This is an optimization exercise on Yosys and OpenROAD, whose aim is a short achievable clock period and few clock cycles, not a production implementation.
At most, simulation tests tie the RTL to the original design; equivalence was not proved.
Power figures rest on the tool's default switching activity, not on a simulated workload.

==> inputs of 12-01 <==
==> flow/design.v (excerpt) <==
module pipelined_cpu(
    input clk,
    input rst,
    output [31:0] imem_addr,
    input [31:0] imem_rdata,
    output [31:0] dmem_addr,
    output [31:0] dmem_wdata,
    output dmem_we,
    input [31:0] dmem_rdata
    );
==> flow/config.mk <==
export PLATFORM = sky130hd
export DESIGN_NAME = pipelined_cpu
export DESIGN_NICKNAME = pipelined_cpu
export VERILOG_FILES = /design/flow/design.v
export SDC_FILE = /design/flow/constraint.sdc
export NUM_CORES = 4
export LEC_CHECK = 0
export ABC_CLOCK_PERIOD_IN_PS = 2500
export CAP_MARGIN = 20
export CORE_MARGIN = 2
export CORE_UTILIZATION = 40
export SETUP_SLACK_MARGIN = 5
export SLEW_MARGIN = 20
==> flow/constraint.sdc <==
create_clock -name core_clock -period 8.0 [get_ports {clk}]
set_input_delay 1.6000 -clock core_clock [delete_from_list [all_inputs] [get_ports {clk}]]
set_output_delay 1.6000 -clock core_clock [all_outputs]
set_load 0.01 [all_outputs]
run.sh (not shown) runs the stock make flow with config.mk's settings and CLKGATE_MAP_FILE= SYNTH_SCRIPT=/design/flow/synth_recipe.tcl, a recipe that flattens the netlist after the stock synthesis.
==> 06-23 (differences from 12-01) <==
--- a/flow/design.v
+++ b/flow/design.v
@@ -47,22 +47,21 @@
     input  [5:0]  fn,
     output [31:0] o
     );
     wire [31:0] add, diff;
     add32k add_1(a, b, 1'b0, add);
     add32k sub_1(a, ~b, 1'b1, diff);
     wire        lt   = (a[31] != b[31]) ? a[31] : diff[31];
     wire [31:0] sh  = (c[31:5] != 27'd0) ? 32'd0 : (a << c[4:0]);
-    assign o = ({32{fn[0]}} & add) |
-               ({32{fn[1]}} & diff) |
-               ({32{fn[2]}} & (a & b)) |
-               ({32{fn[3]}} & (a | b)) |
-               ({32{fn[4]}} & {31'd0, lt}) |
-               ({32{fn[5]}} & sh);
+    wire [31:0] early = ({32{fn[2]}} & (a & b)) |
+                        ({32{fn[3]}} & (a | b)) |
+                        ({32{fn[4]}} & {31'd0, lt}) |
+                        ({32{fn[5]}} & sh);
+    assign o = fn[0] ? add : fn[1] ? diff : early;
 endmodule
 module add32k(
     input  [31:0] a,
     input  [31:0] b,
     input         cin,
     output [31:0] s
     );
     wire [31:0] p = a ^ b;
@@ -111,17 +110,21 @@
             if (i >= 16) begin : x
                 assign g5[i] = g4[i] | (p4[i] & g4[i-16]);
             end else begin : y
                 assign g5[i] = g4[i];
             end
         end
     endgenerate
     wire [31:0] c = {g5[30:0], cin};
-    assign s = p ^ c;
+    generate
+        for (i = 0; i < 32; i = i + 1) begin : sm
+            assign s[i] = c[i] ? ~p[i] : p[i];
+        end
+    endgenerate
 endmodule
 `timescale 1ns / 1ps
 module reg_mem(
     input         clk,
     input         we,
     input  [4:0]  wa,
     input  [31:0] wd,
     input  [4:0]  ra1,
@@ -184,20 +187,20 @@
     input rst,
     output [31:0] imem_addr,
     input [31:0] imem_rdata,
     output [31:0] dmem_addr,
     output [31:0] dmem_wdata,
     output dmem_we,
     input [31:0] dmem_rdata
     );
-    reg [31:0] pc;
+    reg [31:2] pc;      
     reg        d_valid;
     reg [31:0] d_inst;
-    reg [31:0] d_pc;
+    reg [31:0] d_pc, d_pc4;
     reg        d_pred, d_hit;
     reg [1:0]  d_ctr;
     reg [31:0] d_ptgt;
     reg        e_valid;
     reg        e_load, e_store, e_branch, e_wr;
     reg [5:0]  e_fn;
     reg [4:0]  e_dest;
     reg [31:0] e_a, e_b, e_sd;
@@ -232,41 +235,41 @@
     wire [5:0] d_fn;
     decode dec(d_inst, d_uses_rs, d_uses_rt, d_alusrc, d_load, d_store, d_branch, d_wr,
                d_dest, d_fn);
     wire [4:0] rs = d_inst[25:21];
     wire [4:0] rt = d_inst[20:16];
     wire [31:0] rd1, rd2;
     reg_mem rf(clk, m_wr, m_dest, m_wd, rs, rt, rd1, rd2);
     wire [31:0] imm    = {{16{d_inst[15]}}, d_inst[15:0]};
-    wire [31:0] d_pc4  = d_pc + 32'd4;
     wire [31:0] d_tgt  = d_pc4 + {imm[29:0], 2'b00};
     wire e_fwd_ok = e_valid & e_wr & ~e_load;
     wire hit_rs   = e_fwd_ok & (e_dest == rs);
     wire hit_rt   = e_fwd_ok & (e_dest == rt);
     wire stall = e_valid & e_load & e_wr &
                  ((d_uses_rs & (e_dest == rs)) | (d_uses_rt & (e_dest == rt)));
     wire        f_pred, f_hit;
     wire [1:0]  f_ctr;
     wire [31:0] f_ptgt;
-    btb bp(clk, rst, pc, f_pred, f_hit, f_ctr, f_ptgt,
+    btb bp(clk, rst, {pc, 2'b00}, f_pred, f_hit, f_ctr, f_ptgt,
            m_branch, m_pc, m_taken, m_hit, m_ctr, m_target);
-    assign imem_addr = pc;
-    wire [31:0] pc4   = pc + 32'd4;
-    wire [31:0] fpath = stall ? pc : f_pred ? f_ptgt : pc4;
+    assign imem_addr = {pc, 2'b00};
+    wire [31:0] pc4   = {pc + 30'd1, 2'b00};
+    wire [31:0] fpath = stall ? {pc, 2'b00} : f_pred ? f_ptgt : pc4;
     wire [31:0] npc_eq = mp_eq ? (e_branch ? e_target : e_pc4) : fpath;
     wire [31:0] npc_ne = mp_ne ? e_pc4 : fpath;
     always @(posedge clk) begin
-        if (rst) pc <= 32'd0;
-        else     pc <= {eq ? npc_eq[31:2] : npc_ne[31:2], 2'b00};
+        if (rst) pc <= 30'd0;
+        else     pc <= eq ? npc_eq[31:2] : npc_ne[31:2];
         if (rst | mispred) d_valid <= 1'b0;
         else if (~stall)   d_valid <= 1'b1;
         if (~stall) begin
             d_inst <= imem_rdata;
-            d_pc   <= pc;
+            d_pc   <= {pc, 2'b00};
+            d_pc4  <= pc4;
             d_pred <= f_pred;
             d_hit  <= f_hit;
             d_ctr  <= f_ctr;
             d_ptgt <= f_ptgt;
         end
         e_valid  <= ~rst & ~mispred & ~stall & d_valid;
         e_load   <= d_load;
         e_store  <= d_store;
==> 01-26 (differences from 12-01) <==
==> flow/design.v (replaced) <==
`timescale 1ns / 1ps
module decode(
    input  [31:0] inst,
    output        uses_rs,
    output        uses_rt,
    output        alusrc,       
    output        is_load,
    output        is_store,
    output        is_branch,
    output        wr,           
    output [4:0]  dest,
    output [5:0]  fn            
    );
    wire [5:0] op = inst[31:26];
    wire [3:0] f  = inst[3:0];
    wire is_r    = (op == 6'b100000) | (op == 6'b100010) | (op == 6'b100100) |
                   (op == 6'b100101) | (op == 6'b101010);
    wire is_lw   = (op == 6'b100011);
    wire is_sw   = (op == 6'b101011);
    wire is_beq  = (op == 6'b000100);
    wire is_j    = (op == 6'b000010);
    wire is_addi = (op == 6'b001000);
    wire is_andi = (op == 6'b001100);
    wire is_sll  = (op == 6'b000000);
    wire is_ori  = ~(is_r | is_lw | is_sw | is_beq | is_j | is_addi | is_andi | is_sll);
    wire r_add = is_r & (f == 4'b0000);
    wire r_sub = is_r & (f == 4'b0010);
    wire r_and = is_r & (f == 4'b0100);
    wire r_or  = is_r & (f == 4'b0101);
    wire r_slt = is_r & ~(f == 4'b0000) & ~(f == 4'b0010) & ~(f == 4'b0100) & ~(f == 4'b0101);
    assign uses_rs   = ~is_j;
    assign uses_rt   = is_r | is_sw | is_beq | is_sll;
    assign alusrc    = is_lw | is_sw | is_addi | is_andi | is_ori;
    assign is_load   = is_lw;
    assign is_store  = is_sw;
    assign is_branch = is_beq;
    assign dest      = is_r ? inst[15:11] : inst[20:16];
    assign wr        = (is_r | is_lw | is_addi | is_andi | is_ori | is_sll) & (dest != 5'd0);
    assign fn        = {is_sll, r_slt, r_or | is_ori, r_and | is_andi, r_sub,
                        r_add | is_lw | is_sw | is_addi};
endmodule
`timescale 1ns / 1ps
module alu(
    input  [31:0] a,
    input  [31:0] b,
    input  [5:0]  fn,
    output [31:0] o
    );
    wire        sub  = fn[1] | fn[4];
    wire [31:0] sum  = a + (sub ? ~b : b) + {31'd0, sub};
    wire        lt   = (a[31] != b[31]) ? a[31] : sum[31];
    wire [31:0] sh   = (b[31:5] != 27'd0) ? 32'd0 : (a << b[4:0]);
    wire [31:0] early = ({32{fn[2]}} & (a & b)) |
                        ({32{fn[3]}} & (a | b)) |
                        ({32{fn[4]}} & {31'd0, lt}) |
                        ({32{fn[5]}} & sh);
    assign o  = (fn[0] | fn[1]) ? sum : early;
endmodule
`timescale 1ns / 1ps
module reg_mem(
    input         clk,
    input         we,
    input  [4:0]  wa,
    input  [31:0] wd,
    input  [4:0]  ra1,
    input  [4:0]  ra2,
    output [31:0] rd1,
    output [31:0] rd2
    );
    reg [31:0] mem [31:1];
    always @(posedge clk) begin
        if (we & (wa != 5'd0)) mem[wa] <= wd;
    end
    assign rd1 = (ra1 == 5'd0) ? 32'd0 : (we & (wa == ra1)) ? wd : mem[ra1];
    assign rd2 = (ra2 == 5'd0) ? 32'd0 : (we & (wa == ra2)) ? wd : mem[ra2];
endmodule
module btb(
    input         clk,
    input         rst,
    input  [31:0] pc,
    output        pred_taken,
    output        hit,
    output [1:0]  ctr_out,
    output [31:0] pred_target,
    input         upd,          
    input  [31:0] upd_pc,
    input         upd_taken,
    input         upd_hit,      
    input  [1:0]  upd_ctr,      
    input  [31:0] upd_target
    );
    reg        valid [0:15];
    reg [1:0]  ctr   [0:15];
    reg [3:0]  tag   [0:15];
    reg [11:0] tgt   [0:15];    
    wire [3:0] ri = pc[5:2];
    wire [3:0] wi = upd_pc[5:2];
    assign hit         = valid[ri] & (tag[ri] == pc[9:6]);
    assign ctr_out     = ctr[ri];
    assign pred_taken  = hit & ctr[ri][1];
    assign pred_target = {pc[31:14], tgt[ri], 2'b00};
    wire [1:0] c     = upd_ctr;
    wire       alloc = upd & ~upd_hit & upd_taken;
    integer k;
    always @(posedge clk) begin
        if (upd & upd_taken) tgt[wi] <= upd_target[13:2];
        if (alloc) tag[wi] <= upd_pc[9:6];
        if (alloc) ctr[wi] <= 2'b10;
        else if (upd & upd_hit) begin
            if (upd_taken) ctr[wi] <= (c == 2'b11) ? 2'b11 : c + 2'b01;
            else           ctr[wi] <= (c == 2'b00) ? 2'b00 : c - 2'b01;
        end
        if (rst) begin
            for (k = 0; k < 16; k = k + 1) valid[k] <= 1'b0;
        end
        else if (alloc) valid[wi] <= 1'b1;
    end
endmodule
`timescale 1ns / 1ps
module pipelined_cpu(
    input clk,
    input rst,
    output [31:0] imem_addr,
    input [31:0] imem_rdata,
    output [31:0] dmem_addr,
    output [31:0] dmem_wdata,
    output dmem_we,
    input [31:0] dmem_rdata
    );
    reg [31:2] pc;      
    reg        d_valid;
    reg [31:0] d_inst;
    reg [31:0] d_pc, d_pc4;
    reg        d_pred, d_hit;
    reg [1:0]  d_ctr;
    reg [31:0] d_ptgt;
    reg        e_valid;
    reg        e_load, e_store, e_branch, e_wr;
    reg [5:0]  e_fn;
    reg [4:0]  e_dest;
    reg [31:0] e_a, e_b, e_sd;
    reg        e_fa, e_fb, e_fs;
    reg        e_la, e_lb, e_ls;
    reg        e_pred, e_hit;
    reg [1:0]  e_ctr;
    reg [31:0] e_ptgt;
    reg [31:0] e_pc, e_pc4, e_target;
    reg        m_wr, m_load, m_store;
    reg [4:0]  m_dest;
    reg [31:0] m_res, m_sd;
    reg        m_branch, m_taken, m_hit;
    reg [1:0]  m_ctr;
    reg [31:0] m_pc, m_target;
    wire [31:0] m_wd = m_load ? dmem_rdata : m_res;
    assign dmem_addr  = m_res;
    assign dmem_wdata = m_sd;
    assign dmem_we    = m_store;
    wire [31:0] a  = e_la ? dmem_rdata : e_fa ? m_res : e_a;
    wire [31:0] b  = e_lb ? dmem_rdata : e_fb ? m_res : e_b;
    wire [31:0] sd = e_ls ? dmem_rdata : e_fs ? m_res : e_sd;
    wire [31:0] res;
    alu alu_1(a, b, e_fn, res);
    wire eq = e_fa ? (e_fs ? 1'b1 : (m_res == e_sd)) :
              e_la ? (e_ls ? 1'b1 : (dmem_rdata == e_sd)) :
              e_fs ? (e_a == m_res) :
              e_ls ? (e_a == dmem_rdata) : (e_a == e_sd);
    wire taken    = e_branch & eq;
    wire e_tgt_ok = (e_ptgt == e_target);
    wire mp_eq  = e_valid & (e_pred ? ~(e_branch & e_tgt_ok) : e_branch);
    wire mp_ne  = e_valid & e_pred;
    wire mispred = eq ? mp_eq : mp_ne;
    wire d_uses_rs, d_uses_rt, d_alusrc, d_load, d_store, d_branch, d_wr;
    wire [4:0] d_dest;
    wire [5:0] d_fn;
    decode dec(d_inst, d_uses_rs, d_uses_rt, d_alusrc, d_load, d_store, d_branch, d_wr,
               d_dest, d_fn);
    wire [4:0] rs = d_inst[25:21];
    wire [4:0] rt = d_inst[20:16];
    wire [31:0] rd1, rd2;
    reg_mem rf(clk, m_wr, m_dest, m_wd, rs, rt, rd1, rd2);
    wire [31:0] imm    = {{16{d_inst[15]}}, d_inst[15:0]};
    wire [31:0] d_tgt  = d_pc4 + {imm[29:0], 2'b00};
    wire e_fwd_ok = e_valid & e_wr;
    wire hit_rs   = e_fwd_ok & (e_dest == rs);
    wire hit_rt   = e_fwd_ok & (e_dest == rt);
    wire        f_pred, f_hit;
    wire [1:0]  f_ctr;
    wire [31:0] f_ptgt;
    btb bp(clk, rst, {pc, 2'b00}, f_pred, f_hit, f_ctr, f_ptgt,
           m_branch, m_pc, m_taken, m_hit, m_ctr, m_target);
    assign imem_addr = {pc, 2'b00};
    wire [31:0] pc4   = {pc + 30'd1, 2'b00};
    wire [31:0] fpath = f_pred ? f_ptgt : pc4;
    wire [31:0] npc_eq = mp_eq ? (e_branch ? e_target : e_pc4) : fpath;
    wire [31:0] npc_ne = mp_ne ? e_pc4 : fpath;
    always @(posedge clk) begin
        if (rst) pc <= 30'd0;
        else     pc <= eq ? npc_eq[31:2] : npc_ne[31:2];
        if (rst | mispred) d_valid <= 1'b0;
        else               d_valid <= 1'b1;
        begin
            d_inst <= imem_rdata;
            d_pc   <= {pc, 2'b00};
            d_pc4  <= pc4;
            d_pred <= f_pred;
            d_hit  <= f_hit;
            d_ctr  <= f_ctr;
            d_ptgt <= f_ptgt;
        end
        e_valid  <= ~rst & ~mispred & d_valid;
        e_load   <= d_load;
        e_store  <= d_store;
        e_branch <= d_branch;
        e_wr     <= d_wr;
        e_fn     <= d_fn;
        e_dest   <= d_dest;
        e_a      <= rd1;
        e_b      <= d_alusrc ? imm : rd2;
        e_sd     <= rd2;
        e_fa     <= hit_rs & ~e_load;
        e_fb     <= hit_rt & ~e_load & ~d_alusrc;
        e_fs     <= hit_rt & ~e_load;
        e_la     <= hit_rs & e_load;
        e_lb     <= hit_rt & e_load & ~d_alusrc;
        e_ls     <= hit_rt & e_load;
        e_pred   <= d_pred;
        e_ptgt   <= d_ptgt;
        e_hit    <= d_hit;
        e_ctr    <= d_ctr;
        e_pc     <= d_pc;
        e_pc4    <= d_pc4;
        e_target <= d_tgt;
        m_wr     <= ~rst & e_valid & e_wr;
        m_load   <= e_load;
        m_store  <= ~rst & e_valid & e_store;
        m_branch <= ~rst & e_valid & e_branch;
        m_taken  <= taken;
        m_hit    <= e_hit;
        m_ctr    <= e_ctr;
        m_dest   <= e_dest;
        m_res    <= res;
        m_sd     <= sd;
        m_pc     <= e_pc;
        m_target <= e_target;
    end
endmodule
- SETUP_SLACK_MARGIN: 5 -> 4.5
==> comparison <==
First-iteration DRC count, lowest first: 01-26, 06-23, 12-01. Final area: 06-23 is smaller than 12-01 (about 0.9%). Area after synthesis, highest first: 06-23, 12-01, 01-26. Against 06-23, the register-to-register slack of 12-01 is higher by 0.18 ns. Setup slack, lowest first: 06-23, 12-01, 01-26.
==> figures <==
Run status: 06-23 complete, no violations; 12-01 complete, no violations; 01-26 complete, no violations
Minimum hold slack: 06-23 0.300 ns; 12-01 0.331 ns; 01-26 0.305 ns
Tot Pwr: 06-23 22.9 mW; 12-01 22.8 mW; 01-26 22.2 mW
Minimum setup slack after placement: 06-23 2.65 ns; 12-01 2.76 ns; 01-26 2.08 ns
Synthesized instance count: 06-23 5279; 12-01 5284; 01-26 5531
Sequential fraction of design power: 06-23 0.467; 12-01 0.459; 01-26 0.471
Std-Cell Rows: 06-23 166; 12-01 165; 01-26 164
Crit path max fanout: 06-23 5; 12-01 6; 01-26 18
Half-perimeter wire length after detailed placement: 06-23 163000 µm; 12-01 162000 µm; 01-26 159000 µm
Total of flip-flops plus latches after synthesis: 06-23 1750; 12-01 1724; 01-26 1748
Global-route wire length before repair: 06-23 388000 µm; 12-01 389000 µm; 01-26 371000 µm
Switching share of power: 06-23 0.275; 12-01 0.267; 01-26 0.261
Testbench counts of 01-26, summed over its fixed seeds: cycles 34,530.
The RTL of 12-01 and 06-23 was laid out without a check of its function.

-- re-timing with driven ports --
No port has a modelled driver above. Below, the same layouts with a new extraction and two added sets of constraints. Step 1 (the two cells are an assumption about what drives the block):
set clk [get_ports {clk}]
set_driving_cell -lib_cell sky130_fd_sc_hd__clkbuf_16 $clk
set_driving_cell -lib_cell sky130_fd_sc_hd__buf_2 [delete_from_list [all_inputs] $clk]
Step 2 times the ports against the registers' clock, not the clock port: input delays grow and output delays shrink by t, the midpoint of the rising clock arrivals with the driver on. a / b / c = ideal / step 1 / step 2; a / b = the first two.
run | t (ns) | setup WS [ns] | clock arrival spread, ns
12-01 | 0.918 | 3.906 / 3.906 / 3.906 | 0.040 / 0.041
06-23 | 0.911 | 3.726 / 3.726 / 3.726 | 0.089 / 0.089
01-26 | 0.906 | 4.428 / 4.428 / 3.553 | 0.056 / 0.056
After both steps every run listed still meets setup and hold. The setup slack of 01-26, which loses most, moves by 0.000 ns with the drivers and by -0.875 ns with both steps.
